What follows belongs to an exercise in optimizing a design on an open flow for small area; a production flow would make more cautious choices. Only simulation tests tie the RTL to the original design; equivalence was not proved. The flow treats the clock pin as an ideal source, which a real chip does not have. Power and IR drop assume default switching activity.

===== design.v =====
`timescale 1ns / 1ps
module stopwatch(
	input clk,
	input btns,
	input btnr,
	input sw0,
	input sw1,
	output [7:0] rish,
	output [3:0] an
	);
reg [3:0] h_r;  
wire [3:0] h = h_r ^ 4'b1010;
reg clk_high;
wire h_term = ~h[0] & h[1] & ~h[2];
wire h_fb = ~(h[3] ^ h[2]);
reg [6:0] m_r;  
wire [6:0] m = m_r ^ 7'b0101010;
reg clk_mid;
wire m_wrap = ~m[0] & ~m[1] & ~m[2] & ~m[3] & m[6];
wire m_fb = ~(m[6] ^ m[1]);
wire m_term = h_term & m_wrap;
reg [12:0] a_r;  
wire [12:0] a = a_r ^ 13'b0101010101010;
reg clk_1hz;
wire a_term = ~a[0] & ~a[1] & ~a[2] & ~a[3] & a[4] & ~a[7] & ~a[9] & a[10] & a[11] & ~a[12];
wire a_fb = ~(a[12] ^ a[5]);
reg [11:0] b_r;  
wire [11:0] b = b_r ^ 12'b101010101010;
reg clk_2hz;
wire b_term = ~b[0] & ~b[1] & ~b[2] & b[3] & ~b[4] & ~b[5] & b[6] & ~b[7] & b[9] & b[11];
wire b_fb = ~(b[11] ^ b[10]);
always @(posedge clk) begin
	if (btns) begin
		h_r <= 4'b1010; m_r <= 7'b0101010; a_r <= 13'b0101010101010; b_r <= 12'b101010101010;
		clk_high <= 0; clk_mid <= 0; clk_1hz <= 0; clk_2hz <= 0;
	end else begin
		h_r <= (h_term ? 4'd0  : {h[2:0], h_fb}) ^ 4'b1010;
		m_r <= (m_wrap ? 7'd0 : {m[5:0], m_fb}) ^ 7'b0101010;
		a_r <= (a_term ? 13'd0 : {a[11:0], a_fb}) ^ 13'b0101010101010;
		b_r <= (b_term ? 12'd0 : {b[10:0], b_fb}) ^ 12'b101010101010;
		clk_high <= clk_high ^ h_term;
		clk_mid  <= clk_mid ^ m_term;
		clk_1hz  <= clk_1hz ^ a_term;
		clk_2hz  <= clk_2hz ^ b_term;
	end
end
wire high_rise = h_term & ~clk_high;
reg count_clk;
wire clk_next = sw1 ? clk_2hz : clk_1hz;
always @(posedge clk)
	count_clk <= clk_next;
wire count_rise = clk_next & ~count_clk;
reg [16:0] d_r;  
wire [16:0] d = d_r ^ 17'b01010101010101010;
reg btn_db;
reg pause;
wire d_term = ~d[0] & ~d[1] & d[2] & d[4] & ~d[5] & ~d[6] & ~d[7] & d[9] & d[10] & d[11] & d[12] & d[15] & d[16];
wire d_fb = ~(d[16] ^ d[5]);
always @(posedge clk) begin
	if (btns || !btnr) begin
		d_r <= 17'b01010101010101010;
		btn_db <= 0;
	end else begin
		d_r <= {d[15:0], d_fb} ^ 17'b01010101010101010;
		if (d_term)
			btn_db <= 1;
	end
end
always @(posedge clk) begin
	if (btns)
		pause <= 0;
	else if (btnr && d_term && !btn_db)
		pause <= ~pause;
end
reg [2:0] m1;
reg [3:0] m0;
reg [2:0] s1;
reg [3:0] s0;
wire s0_9 = s0[3] & s0[0];
wire s1_5 = s1[2] & s1[0];
wire m0_9 = m0[3] & m0[0];
wire m1_5 = m1[2] & m1[0];
wire tick = count_rise & ~pause;
wire inc_s = tick & (~sw1 | sw0);
wire inc_m = tick & (sw1 ? ~sw0 : (s0_9 & s1_5));
wire inc_s1 = inc_s & s0_9;
wire inc_m1 = inc_m & m0_9;
always @(posedge clk) begin
	if (btns) begin
		m1 <= 0; m0 <= 0; s1 <= 0; s0 <= 0;
	end else begin
		s0[0] <= s0[0] ^ inc_s;
		s0[1] <= s0[1] ^ (inc_s & s0[0] & ~s0[3]);
		s0[2] <= s0[2] ^ (inc_s & s0[0] & s0[1]);
		s0[3] <= s0[3] ^ (inc_s & s0[0] & (s0[3] | (s0[2] & s0[1])));
		s1[0] <= s1[0] ^ inc_s1;
		s1[1] <= s1[1] ^ (inc_s1 & s1[0] & ~s1[2]);
		s1[2] <= s1[2] ^ (inc_s1 & s1[0] & (s1[2] | s1[1]));
		m0[0] <= m0[0] ^ inc_m;
		m0[1] <= m0[1] ^ (inc_m & m0[0] & ~m0[3]);
		m0[2] <= m0[2] ^ (inc_m & m0[0] & m0[1]);
		m0[3] <= m0[3] ^ (inc_m & m0[0] & (m0[3] | (m0[2] & m0[1])));
		m1[0] <= m1[0] ^ inc_m1;
		m1[1] <= m1[1] ^ (inc_m1 & m1[0] & ~m1[2]);
		m1[2] <= m1[2] ^ (inc_m1 & m1[0] & (m1[2] | m1[1]));
	end
end
reg [1:0] anode_state;  
reg [3:0] digit;        
reg blank;              
always @(posedge clk) begin
	if (btns) begin
		anode_state <= 0;
		digit <= 0;
		blank <= 1;
	end else if (high_rise) begin
		anode_state <= {anode_state[1] ^ anode_state[0], ~anode_state[0]};
		case (anode_state)
			2'd0: digit <= {1'b0, m1};
			2'd1: digit <= m0;
			2'd2: digit <= {1'b0, s1};
			default: digit <= s0;
		endcase
		blank <= clk_mid & sw1 & (anode_state[1] ? sw0 : ~sw0);
	end
end
assign an[3] = blank | (anode_state != 2'd1);
assign an[2] = blank | (anode_state != 2'd2);
assign an[1] = blank | (anode_state != 2'd3);
assign an[0] = blank | (anode_state != 2'd0);
wire A = digit[3], B = digit[2], C = digit[1], D = digit[0];
assign rish[0] = ~(A | C | (B & D) | (~B & ~D));
assign rish[1] = ~(~B | (~C & ~D) | (C & D));
assign rish[2] = ~(B | ~C | D);
assign rish[3] = ~(A | (~B & ~D) | (~B & C) | (C & ~D) | (B & ~C & D));
assign rish[4] = ~((~B & ~D) | (C & ~D));
assign rish[5] = ~(A | (~C & ~D) | (B & ~C) | (B & ~D));
assign rish[6] = ~(A | (~B & C) | (B & ~C) | (C & ~D));
assign rish[7] = 1'b1;
endmodule

===== flow/run.sh =====
#!/bin/bash
# ORFS layout through the standard.sh, with three changes:
#  - synthesis maps logic with an area-only ABC script (flow/abc_area.script), so the
#    ORFS scripts are used from a private copy that holds that script;
#  - ports are buffered with sky130_fd_sc_hd__buf_1;
#  - the clock tree uses small clock buffers and no dummy loads; flow/post_cts.tcl
#    upsizes the clock buffers whose output slew is high.
# Each tool's output stays in orfs/logs/; everything make prints goes to flow.log.
set -euo pipefail
here=$(pwd)
rm -rf "$here/scripts"
cp -r "$FLOW_HOME/scripts" "$here/scripts"
cp "$here/flow/abc_area.script" "$here/scripts/abc_area.script"
export SCRIPTS_DIR="$here/scripts"
export BUFFER_PORTS_ARGS="-buffer_cell sky130_fd_sc_hd__buf_1"
export CTS_ARGS="-sink_clustering_enable -repair_clock_nets -dont_use_dummy_load -buf_list ${CTS_CELL:-sky130_fd_sc_hd__clkbuf_4}"
export POST_CTS_TCL="$here/flow/post_cts.tcl"
bash standard.sh > flow.log 2>&1

===== flow/abc_area.script =====
strash
dc2
dch -f
amap
topo

===== flow/post_cts.tcl =====
estimate_parasitics -placement
set upsized 0
foreach inst [get_cells -quiet clkbuf_*] {
  set pin [get_pins -quiet [get_name $inst]/X]
  if {$pin eq ""} { continue }
  if {[get_property $pin slew_max] > 0.105} {
    replace_cell $inst sky130_fd_sc_hd__clkbuf_8
    incr upsized
  }
}
puts "post_cts: upsized $upsized clock buffers"
detailed_placement
estimate_parasitics -placement

===== standard.sh =====
#!/bin/bash
# synth_recipe.tcl (not shown) runs the flow's synth.tcl, then flattens the netlist and writes it again
# the make line also repeats each setting of config.mk as NAME=value (left out here)
make -C /OpenROAD-flow-scripts/flow DESIGN_CONFIG=/design/flow/config.mk WORK_HOME=/design/flow/orfs CLKGATE_MAP_FILE= SYNTH_SCRIPT=/design/flow/synth_recipe.tcl "${@:-finish}"

===== config.mk =====
export PLATFORM = sky130hd
export DESIGN_NAME = stopwatch
export DESIGN_NICKNAME = stopwatch
export VERILOG_FILES = /design/flow/design.v
export SDC_FILE = /design/flow/constraint.sdc
export NUM_CORES = 4
export LEC_CHECK = 0
export ABC_AREA = 1
export CAP_MARGIN = 20
export CORE_MARGIN = 2
export CORE_UTILIZATION = 80
export SLEW_MARGIN = 20

===== constraint.sdc =====
create_clock -name core_clock -period 10.0 [get_ports {clk}]
set_input_delay 2.0000 -clock core_clock [delete_from_list [all_inputs] [get_ports {clk}]]
set_output_delay 2.0000 -clock core_clock [all_outputs]
set_load 0.01 [all_outputs]

==> results by group, run 1 <==
Setup path
  • Worst EP required: 8000 ps
  • CP endpoint kind: output pin
  • Setup crit start kind: register
  • Crit Path Class: register to output pin
  • Worst EP arrival: 1590 ps
  • Worst-path fanout max: 7

Yosys
  • Top cells by area, synth: dfxtp_1 59%, nor2_1 8.2%, nand2_1 5.2%
  • Async SR Flop Fraction: 0%
  • Yosys top cell by area: dfxtp_1
  • Count leader, synth: dfxtp_1
  • Yosys cell types: 31
  • Post-synth EDFFs: 0
  • Mapped Cells: 303
  • Register area share after synthesis: 58.75%
  • Mapped Area: 0.002760 mm^2
  • Most frequent cells after synthesis: 81 x dfxtp_1, 60 x nor2_1, 38 x nand2_1
  • Avg Cell Area, Syn: 9.109 um^2
  • Ys flop type: dfxtp_1
  • Yosys Warn Count: 1
  • Post-synth net total: 318
  • Synth Register Bits: 81
  • Post-synth top area share: 58.75%

Power
  • VDD IR max: 0.0001823 V
  • Lkg Pwr: 1.083 nW
  • Pwr per Cell Area: 175.6 mW/mm^2
  • Total power: 0.0005220 W

Flow run
  • Max-cap viol count: 0

Run status
  • Outcome: timing/DRC/antenna clean

Final layout
  • Post-route cell area: 0.002973 mm^2
  • # nets final: 344
  • Filler cells: 154
  • Antenna cells: 0
  • Layout cells sized above 1: 3.058%
  • Area growth, synth to finish: 7.706%

Die
  • Die Y: 62.74 um
  • Rows: 21
  • Core Region: 0.003337 mm^2
  • Die area: 0.003936 mm^2
  • I/O Pins: 17
  • Starting Density: 82.71%
  • Die width: 62.74 um

Global routing
  • Top Usage Layer GRT: met2
  • GR Util met2: 59.01%
  • GR Layer Usage met3: 10.99%
  • M1 GR Usage: 38.95%
  • Vias in the first global route: 2247
  • Number of antenna violations at the first check in global routing: 0
  • Total global-route track usage: 35.72%
  • Largest net degree at the start of global routing: 29
  • Gr ovfl total: 0
  • Global-route wire length before repair: 10680 um

Place
  • Post-DP HPWL: 3580 um
  • Cell Area, Placed: 0.002874 mm^2
  • Count of buffers from port buffering: 15
  • GP Congestion: 0.8345

STA
  • Tightest Pin Transition: 799.2 ps
  • Slew HR: 45.97%
  • Min cycle time layout: 3593 ps
  • Max Fclk: 0.2783 GHz
  • RSZ-0062 raised after global routing: no
  • Setup Skew: 22.74 ps
  • Max-slew violations: 0
  • TNS Setup: 0 ps
  • Setup Viol. Count Final: 0
  • Final period util: 35.93%
  • Final Hold Fails: 0

Clock network
  • Clk Latency, worst-skew pair: 350 ps
  • Clk pin slew, worst setup/hold paths: 100 ps
  • TritonCTS Sinks: 81
  • CTS tree: built

Route
  • Drt wl/cell: 16.95 um
  • Total wire length: 6324 um
  • DR vias: 2187
  • DRT iter0 DRCs: 140
  • Drt pass-1 iters: 5
  • Routed vias/inst: 5.863
  • DRC viols: 0
  • Antenna Nets Post-Route: 0

Min path
  • Hold crit path type: register to register
-- final timing paths --
kind                            slack (ps)  cells after the start                 to                   from
worst max register to register        7690                      5  b_r[0]$_SDFF_PP0_      b_r[2]$_SDFF_PP0_
worst max-delay path                  6410                      5            rish[3]  digit[2]$_SDFFE_PP0P_
worst min-delay path                   360                      1  a_r[9]$_SDFF_PP1_      a_r[8]$_SDFF_PP0_
worst min register to register         360                      1  a_r[9]$_SDFF_PP1_      a_r[8]$_SDFF_PP0_
-- power by group --
group	total [W]	leakage [nW]	switching, W	internal, W
combinational	0.0000285	0.371	0.0000194	0.00000904
clock	0.000160	0.0544	0.0000963	0.0000637
sequential	0.000333	0.658	0.00000488	0.000329
-- per-layer routing --
layer  vias up  share of wire [%]
met5         -                  0
met4         0                5.2
met3        34                7.0
met2       118                 49
met1       980                 39
li1       1055                  -
-- cell type report --
| type | count | area (um^2) | area share (%) |
|---|---|---|---|
| clock buffer | 9 | 98.84 | 3.325 |
| timing repair buffer | 16 | 63.81 | 2.146 |
| tap | 46 | 57.56 | 1.936 |
| inverter | 33 | 123.9 | 4.167 |
| multi-input combinational | 188 | 1007 | 33.88 |
| sequential | 81 | 1622 | 54.55 |
-- cells by family (layout without fill, tap and decap cells) --
logic type	count (synthesis)	count (layout)	share of synthesized area, %
AND/OR/NAND/NOR	135	135	21.76
flip-flops	81	81	58.75
AO/OA/AOI/OAI	42	42	10.06
buffers and inverters	34	58	4.760
adder cells (fa/ha/maj)	10	10	4.533
other	1	1	0.1359
-- cell usage in the layout (no fill, tap or decap), types with 6 or more instances in the layout --
cell type	n
a21oi_1	12
buf_1	15
clkinv_1	33
dfxtp_1	81
ha_1	10
nand2_1	38
nor2_1	60
nor2b_1	6
nor3_1	15
o21ai_0	9
-- state kept, by name, indices dropped and copies added (netlist names) --
register	count
a_r	13
anode_state	2
b_r	12
blank	1
btn_db	1
clk_1hz	1
clk_2hz	1
clk_high	1
clk_mid	1
count_clk	1
d_r	17
digit	4
h_r	4
m0	4
m1	3
m_r	7
pause	1
s0	4
s1	3
-- worst max-delay path, cell delays in order, from the launching register on --
cell and delay [ps]:
dfxtp_1 320, clkinv_1 150, nor2_1 160, nor2_1 70
a2111oi_0 360, buf_1 190
-- per-stage QoR --
| step | setup slack, ps | util, % | hold WS [ps] | std cells |
|---|---|---|---|---|
| 2_1_floorplan | 6705 | - | 343.4 | 303 |
| 3_3_place_gp | 6427 | 86.13 | 344.0 | 364 |
| 3_5_place_dp | 6331 | 86.13 | 354.1 | 364 |
| 5_1_grt | 6261 | 89.09 | 355.7 | 373 |
| 6_report | 6407 | 89.09 | 361.0 | 373 |
==> run 2: changes to the inputs <==
==> flow/run.sh (replaced) <==
#!/bin/bash
# ORFS layout through the standard.sh, with these changes:
#  - synthesis maps logic with an area-only ABC script (flow/abc_area.script), so the
#    ORFS scripts are used from a private copy that holds that script, and it leaves
#    half adders to ABC (no ADDER_MAP_FILE) instead of mapping them to ha cells first;
#  - ports are buffered with sky130_fd_sc_hd__buf_1;
#  - the clock tree uses clkbuf_4 buffers and no dummy loads; flow/post_cts.tcl
#    upsizes the clock buffers whose flip-flop clock pins see a high slew.
# Each tool's output stays in its own log in orfs/logs/; all make prints goes to flow.log.
set -euo pipefail
here=$(pwd)
rm -rf "$here/scripts"
cp -r "$FLOW_HOME/scripts" "$here/scripts"
cp "$here/flow/abc_area.script" "$here/scripts/abc_area.script"
export SCRIPTS_DIR="$here/scripts"
export ADDER_MAP_FILE=
export BUFFER_PORTS_ARGS="-buffer_cell sky130_fd_sc_hd__buf_1"
export CTS_ARGS="-sink_clustering_enable -repair_clock_nets -dont_use_dummy_load -buf_list sky130_fd_sc_hd__clkbuf_4"
export POST_CTS_TCL="$here/flow/post_cts.tcl"
bash standard.sh > flow.log 2>&1
==> flow/abc_area.script (replaced) <==
strash
dc2
dc2
dch -f
amap
topo
==> flow/post_cts.tcl (replaced) <==
set limit [expr {[info exists ::env(CLK_SLEW_TARGET)] ? $::env(CLK_SLEW_TARGET) : 0.115}]
estimate_parasitics -placement
set upsized 0
foreach inst [get_cells -quiet clkbuf_*] {
  set out [get_pins -quiet [get_name $inst]/X]
  if {$out eq ""} { continue }
  set worst 0
  foreach p [get_pins -quiet -of_objects [get_nets -of_objects $out]] {
    if {[get_property $p direction] ne "input"} { continue }
    if {[string match "*/CLK" [get_full_name $p]]} {
      set s [get_property $p slew_max]
      if {$s > $worst} { set worst $s }
    }
  }
  if {$worst > $limit} {
    replace_cell $inst sky130_fd_sc_hd__clkbuf_8
    incr upsized
  }
}
puts "post_cts: upsized $upsized clock buffers"
detailed_placement
estimate_parasitics -placement
==> run 2 against run 1 <==
  * Largest cell class unchanged
  * Non-clock buffer count unchanged
  * Global-route usage shrank 0.40 points
  * Register-to-register slack better by 110 ps
  * Flip-flop and latch count is the same
  * Routed wire length decreased by 5.2%
==> results by group, run 2 <==
Run status
  • Outcome: timing/DRC/antenna clean

Power
  • P_sw: 0.0001192 W (-1.2%)
  • Lkg Pwr: 0.9903 nW (-8.6%)
  • Sw Ratio: 23.54% (+0.43 points)
  • Sequential share of power: 65.9% (+2.0 points)
  • Clock share of power: 28.8% (-1.9 points)
  • Comb pwr share: 5.3% (-0.2 points)
  • Cell Int Power: 0.0003873 W (-3.5%)
  • VDD IR max: 0.0001353 V (-26%)
  • Pwr per Cell Area: 178.3 mW/mm^2 (+1.5%)

Global routing
  • Total global-route track usage: 35.31% (-0.40 points)
  • Global-route wire length before repair: 9363 um (-12%)
  • Gr ovfl total: 0 (unchanged)
  • Vias in the first global route: 2157 (-4.0%)
  • Number of antenna violations at the first check in global routing: 0 (unchanged)
  • Largest net degree at the start of global routing: 27 (-6.9%)

Setup path
  • Reg2reg end: anode_state[1]$_SDFFE_PP0P_
  • Worst path bufs/invs: 2 (unchanged)
  • R2R Path Start: h_r[1]$_SDFF_PP1_
  • R2r setup slk: 7800 ps (+110 ps)
  • Number of cells on the critical path: 4 (-1)
  • Critical-path cell list: clkinv_1 > nor2_1 > nand2_1 > buf_1
  • Critical path launch point: anode_state[1]$_SDFFE_PP0P_
  • Setup crit start kind: register
  • CP endpoint kind: output pin
  • Crit-path leading delay family: flip-flops
  • Crit Path Class: register to output pin
  • Worst EP required: 8000 ps (about the same)
  • Worst EP arrival: 1670 ps (+80 ps)
  • Cells on worst reg2reg path: 7 (+2)
  • Worst path slowest cell: dfxtp_1
  • Slowest stage delay, CP: 520 ps (+160 ps)
  • Worst Setup EP: an[1]
  • Worst-path fanout max: 9 (+2)

Route
  • Routed vias/inst: 6.111 (+4.2%)
  • Antenna Nets Post-Route: 0 (unchanged)
  • Drt wl/cell: 16.64 um (-1.8%)
  • Drt pass-1 iters: 5 (unchanged)
  • DRT iter0 DRCs: 248 (+77%)
  • Total wire length: 5992 um (-5.2%)
  • DRC viols: 0 (unchanged)
  • DR vias: 2200 (+0.59%)

Clock network
  • Clk pin slew, worst setup/hold paths: 110 ps (about the same)
  • TritonCTS Sinks: 81 (unchanged)
  • CTS tree: built
  • Clk Latency, worst-skew pair: 410 ps (+60 ps)

Yosys
  • Yosys Warn Count: 1 (unchanged)
  • Top cells by area, synth: dfxtp_1 61%, nor2_1 9.2%, nand2_1 5.4%
  • Avg Cell Area, Syn: 9.075 um^2 (-0.37%)
  • Post-synth top area share: 61.19% (+2.4 points)
  • Yosys cell types: 36 (+16%)
  • Post-Synth Adder-Cell Area: 0% (-4.5 points)
  • Mux share of post-synthesis cell area: 0% (unchanged)
  • Post-synth net total: 297 (-6.6%)
  • Largest family of logic cells by synthesized area: simple AND/OR/NAND/NOR gates
  • Synth Area in Simple Gates: 23.32% (+1.6 points)
  • Synth Register Bits: 81 (unchanged)
  • Compound-gate portion of the synthesized area: 11.19% (+1.1 points)
  • Async SR Flop Fraction: 0% (unchanged)
  • Count leader, synth: dfxtp_1
  • Synth Area in XOR/XNOR: 0.3305% (+0.33 points)
  • Mapped Cells: 292 (-3.6%)
  • Yosys top cell by area: dfxtp_1
  • Most frequent cells after synthesis: 81 x dfxtp_1, 65 x nor2_1, 38 x nand2_1
  • Post-synth EDFFs: 0 (unchanged)
  • Ys flop type: dfxtp_1
  • Mapped Area: 0.002650 mm^2 (-4.0%)
  • Register area share after synthesis: 61.19% (+2.4 points)

Die
  • Starting Density: 85.40% (+2.7 points)
  • I/O Pins: 17 (unchanged)
  • Die width: 61.56 um (-1.9%)
  • Die Y: 61.56 um (-1.9%)
  • Rows: 20 (-4.8%)
  • Core Region: 0.003103 mm^2 (-7.0%)
  • Die area: 0.003789 mm^2 (-3.7%)

Place
  • Count of buffers from port buffering: 15 (unchanged)
  • Post-DP HPWL: 3954 um (+10%)
  • GP Congestion: 0.9080 (+8.8%)

Final layout
  • Biggest regs: d_r (17), a_r (13), b_r (12)
  • Commonest non-fill, non-tap cell in the layout: dfxtp_1
  • Most flops, register: d_r
  • Final core occ: 91.57% (+2.5 points)
  • # nets final: 323 (-6.1%)
  • Number of flip-flops in the largest register: 17 (unchanged)
  • Antenna cells: 0 (unchanged)
  • Area growth, synth to finish: 7.224%
  • Layout cells sized above 1: 3.165% (+0.11 points)
  • Most frequent cells in the layout: 81 x dfxtp_1, 65 x nor2_1, 38 x nand2_1

STA
  • Final Hold Fails: 0 (unchanged)
  • TNS Setup: 0 ps (unchanged)
  • Min cycle time layout: 3666 ps (+73.27 ps)
  • RSZ-0062 raised after global routing: no
  • Setup Skew: 28.50 ps (+5.767 ps)
  • Slew HR: 58.59% (+13 points)
  • Max-slew violations: 0 (unchanged)
  • Max Fclk: 0.2728 GHz (-2.0%)
  • Tightest Pin Transition: 612.5 ps (-186.7 ps)
  • Final period util: 36.66% (+0.73 points)
  • Setup Viol. Count Final: 0 (unchanged)

Min path
  • Hold crit path type: register to register

Flow run
  • Max-cap viol count: 0 (unchanged)
==> run 2: cell types whose count changed in the layout (fill, tap and decap cells not counted), moves of 4 or more <==
cell / before / now
ha_1: 10 / 0
clkinv_1: 33 / 25
a211oi_1: 5 / 10
nor2_1: 60 / 65
a21oi_1: 12 / 8
nor2b_1: 6 / 2
==> run 2: power groups by stage <==
stage	Clock, W	Combinational [W]	Sequential, W
finish	0.000146	0.0000267	0.000334
detailed placement	0	0.0000261	0.000341
floorplan	0	0.0000176	0.000340
global placement	0	0.0000247	0.000341
global route	0.000157	0.0000305	0.000335
==> run 2: cells by family after synthesis <==
family | count (synthesis)
simple gates | 140
buf+inv | 26
flops | 81
xor+xnor | 1
compound gates | 43
other cells | 1
==> run 2: how the worst min path moves through the flow <==
| stage | startpoint | end | slack (ps) | depth (start not counted) |
|---|---|---|---|---|
| 2_1_floorplan | a_r[6]$_SDFF_PP0_ | a_r[7]$_SDFF_PP1_ | 340 | 1 |
| 3_3_place_gp | a_r[8]$_SDFF_PP0_ | a_r[9]$_SDFF_PP1_ | 340 | 1 |
| 3_5_place_dp | a_r[6]$_SDFF_PP0_ | a_r[7]$_SDFF_PP1_ | 350 | 1 |
| 5_1_grt | a_r[8]$_SDFF_PP0_ | a_r[9]$_SDFF_PP1_ | 390 | 1 |
| 6_report | a_r[8]$_SDFF_PP0_ | a_r[9]$_SDFF_PP1_ | 380 | 1 |
==> run 2: layout make-up <==
cell class              count  area, um^2
fillers                   129       261.5
multi-input cells         185       927.1
inverters                  25       93.84
flip-flops and latches     81        1622
well taps                  44       55.05
clock buffers               9       80.08
repair buffers             16       63.81
==> run 2: worst reg2reg max path, cell delays in order (launching register included) <==
cell and delay (ps):
dfxtp_1 320, nor3_1 350, clkinv_1 200, nor2_1 400, clkinv_1 340, nor2_1 250
nor2_1 70, a211oi_1 200
==> run 2: stage by stage <==
stage	setup WS, ps	cells	instance area, um^2	hold WS (ps)	power (W)
after floorplan	6757	292	2650	343.4	0.0003572
after global placement	6505	351	2761	344.5	0.0003652
after detailed placement	6283	351	2761	352.7	0.0003670
after global routing	6184	360	2841	385.4	0.0005218
final	6334	360	2841	380.1	0.0005065
==> run 2: routing by layer <==
metal | vias up | global-route usage (%) | share of wire [%]
met4 | 0 | 21.58 | 3.5
li1 | 1039 | - | -
met3 | 24 | 8.824 | 6.8
met2 | 114 | 62.11 | 52
met1 | 1023 | 37.74 | 37
met5 | - | 0 | 0

port drivers added, routing unchanged:
How much do the figures lean on ideal ports? The routed layouts below were timed once more, with nothing changed but the port constraints. Step 1, drivers: a clkbuf_16 drives clk and a buf_2 each remaining input, both assumed. Step 2 times the ports against the registers' clock, not the clock port: input delays grow and output delays shrink by t, the midpoint of the rising clock arrivals with the driver on. Slacks: ideal ports / drivers / drivers and shift; pairs: ideal ports / drivers.
run	shift t [ns]	setup WS [ns]	slew at the worst register clock pin (ns)	cell pins on the clock port's net
run 1	0.365	6.407 / 6.381 / 6.177	0.10 / 0.10	1
run 2	0.417	6.334 / 6.309 / 6.190	0.11 / 0.11	1
After both steps setup and hold are still met in every run listed. The setup slack of run 1, which loses most, moves by -0.026 ns with the drivers and by -0.230 ns with both steps.
